Background: an optimization exercise with open tools, aiming at small area and a short achievable clock period. Do not read the settings as production practice.
RTL that was checked went through simulation tests only; none was proved equivalent to the original.
Power figures rest on the tool's default switching activity, not on a simulated workload.

Setup of trial 1:
// Axi4SharedSdramCtrl
module Axi4SharedSdramCtrl (
  input               io_axi_arw_valid,
  output              io_axi_arw_ready,
  input      [22:0]   io_axi_arw_payload_addr,
  input      [3:0]    io_axi_arw_payload_id,
  input      [7:0]    io_axi_arw_payload_len,
  input      [2:0]    io_axi_arw_payload_size,
  input      [1:0]    io_axi_arw_payload_burst,
  input               io_axi_arw_payload_write,
  input               io_axi_w_valid,
  output              io_axi_w_ready,
  input      [31:0]   io_axi_w_payload_data,
  input      [3:0]    io_axi_w_payload_strb,
  input               io_axi_w_payload_last,
  output              io_axi_b_valid,
  input               io_axi_b_ready,
  output     [3:0]    io_axi_b_payload_id,
  output     [1:0]    io_axi_b_payload_resp,
  output              io_axi_r_valid,
  input               io_axi_r_ready,
  output     [31:0]   io_axi_r_payload_data,
  output     [3:0]    io_axi_r_payload_id,
  output     [1:0]    io_axi_r_payload_resp,
  output              io_axi_r_payload_last,
  output     [10:0]   io_sdram_ADDR,
  output     [1:0]    io_sdram_BA,
  input      [31:0]   io_sdram_DQ_read,
  output     [31:0]   io_sdram_DQ_write,
  output     [31:0]   io_sdram_DQ_writeEnable,
  output     [3:0]    io_sdram_DQM,
  output              io_sdram_CASn,
  output              io_sdram_CKE,
  output              io_sdram_CSn,
  output              io_sdram_RASn,
  output              io_sdram_WEn,
  input               io_axiClk,
  input               resetCtrl_axiReset
);
  localparam T_MODE   = 3'b000;
  localparam T_PREALL = 3'b001;
  localparam T_PRESGL = 3'b010;
  localparam T_REFR   = 3'b011;
  localparam T_ACT    = 3'b100;
  localparam T_READ   = 3'b101;
  localparam T_WRITE  = 3'b110;
  localparam S_BOOT_PRE  = 2'b00;
  localparam S_BOOT_REF  = 2'b01;
  localparam S_BOOT_MODE = 2'b10;
  localparam S_RUN       = 2'b11;
  wire clk = io_axiClk;
  wire rst = resetCtrl_axiReset;
  reg         ub_valid;
  reg  [7:0]  ub_beat;
  reg  [22:0] ub_addr;
  reg  [3:0]  ub_id;
  reg  [1:0]  ub_size;
  reg  [2:0]  ub_wrap;
  reg  [1:0]  ub_burst;
  reg         ub_write;
  reg         b_valid;
  reg  [3:0]  b_id;
  reg  [10:0] refresh_value;
  reg         refresh_pending;
  ...
Size in the first run: roughly 1400 cells after synthesis, about 250 I/O pins, roughly 0.017 mm^2 of cells after synthesis.
Settings: LEC_CHECK=0, CAP_MARGIN=20, CORE_MARGIN=2, CORE_UTILIZATION=55, CTS_BUF_LIST=sky130_fd_sc_hd__clkbuf_16, CTS_CLUSTER_DIAMETER=100, CTS_CLUSTER_SIZE=30, SETUP_SLACK_MARGIN=5, SLEW_MARGIN=20, SYNTH_HIERARCHICAL=1, SYNTH_MINIMUM_KEEP_SIZE=0; clock period 10.0 ns.
standard.sh (not shown) runs the stock make flow with config.mk's settings and CLKGATE_MAP_FILE= SYNTH_SCRIPT=/design/flow/synth_recipe.tcl, a recipe that flattens the netlist after the stock synthesis.
==> flow/flow/run.sh <==
#!/bin/bash
# Standard ORFS layout (the standard.sh) with two changes:
#  - port buffers are inserted as the smallest plain buffer instead of the
#    default delay-buffer cell; repair_design / repair_timing then size them;
#  - clock tree synthesis without dummy load cells.
set -euo pipefail
bash standard.sh \
  "BUFFER_PORTS_ARGS=-buffer_cell sky130_fd_sc_hd__buf_1" \
  "CTS_ARGS=-sink_clustering_enable -repair_clock_nets -sink_clustering_size 30 -sink_clustering_max_diameter 100 -buf_list sky130_fd_sc_hd__clkbuf_16 -dont_use_dummy_load" \
  finish > standard_make.log 2>&1
Input-level comparison between trial 69 and trial 1:
--- a/flow/design.v
+++ b/flow/design.v
@@ -74,25 +74,26 @@
   reg  [3:0]  p_mask;
   reg  [3:0]  p_id;
   reg         p_last;
   reg         t_read;
   reg  [2:0]  t_write;
   reg  [2:0]  t_pre0, t_pre1, t_pre2, t_pre3;
   reg  [1:0]  t_act0, t_act1, t_act2, t_act3;
   reg  [5:1]  hist;
   reg         cke_int;
   reg         rcke;
   reg  [4:0]  ctx1, ctx2, ctx3, ctx4, ctx5;
-  reg  [31:0] dq_reg;
+  reg  [31:0] dq_in;
   reg  [10:0] sd_addr;
   reg  [1:0]  sd_ba;
+  reg  [31:0] sd_dqw;
   reg         sd_dqwe;
   reg  [3:0]  sd_dqm;
   reg         sd_rasn, sd_casn, sd_wen, sd_csn, sd_cke;
   reg  [36:0] fifo0, fifo1;
   reg         f_push_ptr, f_pop_ptr, f_rising;
   wire        len0      = (io_axi_arw_payload_len == 8'h00);
   wire [1:0]  in_lencode = io_axi_arw_payload_len[3] ? 2'd3 :
                            io_axi_arw_payload_len[2] ? 2'd2 :
                            io_axi_arw_payload_len[1] ? 2'd1 : 2'd0;
   wire [2:0]  in_wrap   = {1'b0, io_axi_arw_payload_size[1:0]} + {1'b0, in_lencode};
   wire [11:0] s_addr  = ub_valid ? ub_addr[11:0] : io_axi_arw_payload_addr[11:0];
@@ -382,61 +383,62 @@
     end
   end
   always @(posedge clk) begin
     sd_cke <= cke_next;
     if (rcke) begin
       sd_csn <= 1'b0;
       ctx1 <= {p_id, p_last};
       ctx2 <= ctx1;
       ctx3 <= ctx2;
       ctx4 <= ctx3;
       ctx5 <= ctx4;
-      dq_reg <= c_write ? p_data : io_sdram_DQ_read;
+      dq_in <= io_sdram_DQ_read;
+      sd_dqw <= p_data;
       sd_dqwe <= c_write;
       sd_dqm <= c_write ? ~p_mask : {4{~hist[1]}};
       if (c_valid) begin
         case (p_task)
           T_PREALL: {sd_rasn, sd_casn, sd_wen} <= 3'b010;
           T_REFR:   {sd_rasn, sd_casn, sd_wen} <= 3'b001;
           T_MODE:   {sd_rasn, sd_casn, sd_wen} <= 3'b000;
           T_ACT:    {sd_rasn, sd_casn, sd_wen} <= 3'b011;
           T_WRITE:  {sd_rasn, sd_casn, sd_wen} <= 3'b100;
           T_READ:   {sd_rasn, sd_casn, sd_wen} <= 3'b101;
           default:  {sd_rasn, sd_casn, sd_wen} <= 3'b010;
         endcase
       end else begin
         {sd_rasn, sd_casn, sd_wen} <= 3'b111;
       end
       sd_addr[9:0] <= (p_task == T_MODE) ? 10'h030 : p_rc[9:0];
       sd_addr[10]  <= (p_task == T_PREALL) | ((p_task == T_ACT) & p_rc[10]);
       sd_ba        <= (p_task == T_MODE) ? 2'b00 : p_bank;
     end
   end
   assign io_sdram_ADDR = sd_addr;
   assign io_sdram_BA = sd_ba;
-  assign io_sdram_DQ_write = dq_reg;
+  assign io_sdram_DQ_write = sd_dqw;
   assign io_sdram_DQ_writeEnable = {32{sd_dqwe}};
   assign io_sdram_DQM = sd_dqm;
   assign io_sdram_CSn = sd_csn;
   assign io_sdram_RASn = sd_rasn;
   assign io_sdram_CASn = sd_casn;
   assign io_sdram_WEn = sd_wen;
   assign io_sdram_CKE = sd_cke;
   wire        push_valid = hist[5] & rcke;
   wire        f_match = (f_push_ptr == f_pop_ptr);
   wire        f_empty = f_match & ~f_rising;
   wire        f_full  = f_match & f_rising;
   wire        pushing = push_valid & ~f_full;
   wire        pop_valid = ~f_empty | push_valid;
   wire        popping = pop_valid & io_axi_r_ready;
-  wire [36:0] push_data = {ctx5, dq_reg};
+  wire [36:0] push_data = {ctx5, dq_in};
   wire [36:0] ram_rd = f_pop_ptr ? fifo1 : fifo0;
   wire [36:0] pop_data = f_empty ? push_data : ram_rd;
   always @(posedge clk or posedge rst) begin
     if (rst) begin
       f_push_ptr <= 1'b0;
       f_pop_ptr  <= 1'b0;
       f_rising   <= 1'b0;
     end else begin
       if (pushing) f_push_ptr <= ~f_push_ptr;
       if (popping) f_pop_ptr <= ~f_pop_ptr;
       if (pushing != popping) f_rising <= pushing;
## What came out
- For post-synthesis register bit count, dividing the value from trial 69 by the value from trial 1 gives 1.09.
- Summary of trial 69 over trial 1: total power divided by cell area went up; final area saw an increase; switching power of the nets grew by 2.1%; layout buffering overhead excluding clock cells down 0.19 points; count of distinct cell types in the synthesized netlist lost 3.
- Maximum frequency delta (trial 69 − trial 1): favourable
- Side by side, number of non-clock inverters in the layout turned out higher in trial 69 than in trial 1.
- Multiplexer fraction of the synthesized cell area delta for trial 69 relative to trial 1: 1.9 points lower
- Count of clock-buffer cells in the layout: trial 69 vs trial 1 up 1
- Going from trial 1 to trial 69, the share of total power in sequential cells was found to have gone up by 1.5 points.
Only the layout flow was run in trial 1; the RTL was not checked for function there.

[separate check: timing with driven ports]
The flow's constraints put no driver on any port. The routed layouts listed below were extracted and timed again, unchanged, in two steps.
Step 1 (the two cells are an assumption about what drives the block):
set clk [get_ports {io_axiClk}]
set_driving_cell -lib_cell sky130_fd_sc_hd__clkbuf_16 $clk
set_driving_cell -lib_cell sky130_fd_sc_hd__buf_2 [delete_from_list [all_inputs] $clk]
Step 2 also shifts input and output timing later by t, the mid clock arrival at the registers, as if the neighbouring blocks saw the same clock.
Slacks: ideal / step 1 / step 2; pairs: ideal / step 1.
| run | t (ns) | setup slack, ns | clock arrival spread, ns |
|---|---|---|---|
| trial 1 | 0.552 | 4.666 / 4.613 / 4.613 | 0.042 / 0.042 |
| trial 69 | 0.555 | 4.751 / 4.703 / 4.703 | 0.052 / 0.051 |
After both steps every run listed still meets setup and hold. For trial 1, which loses most, drivers alone change the setup slack by -0.053 ns; drivers and shift together by -0.053 ns.
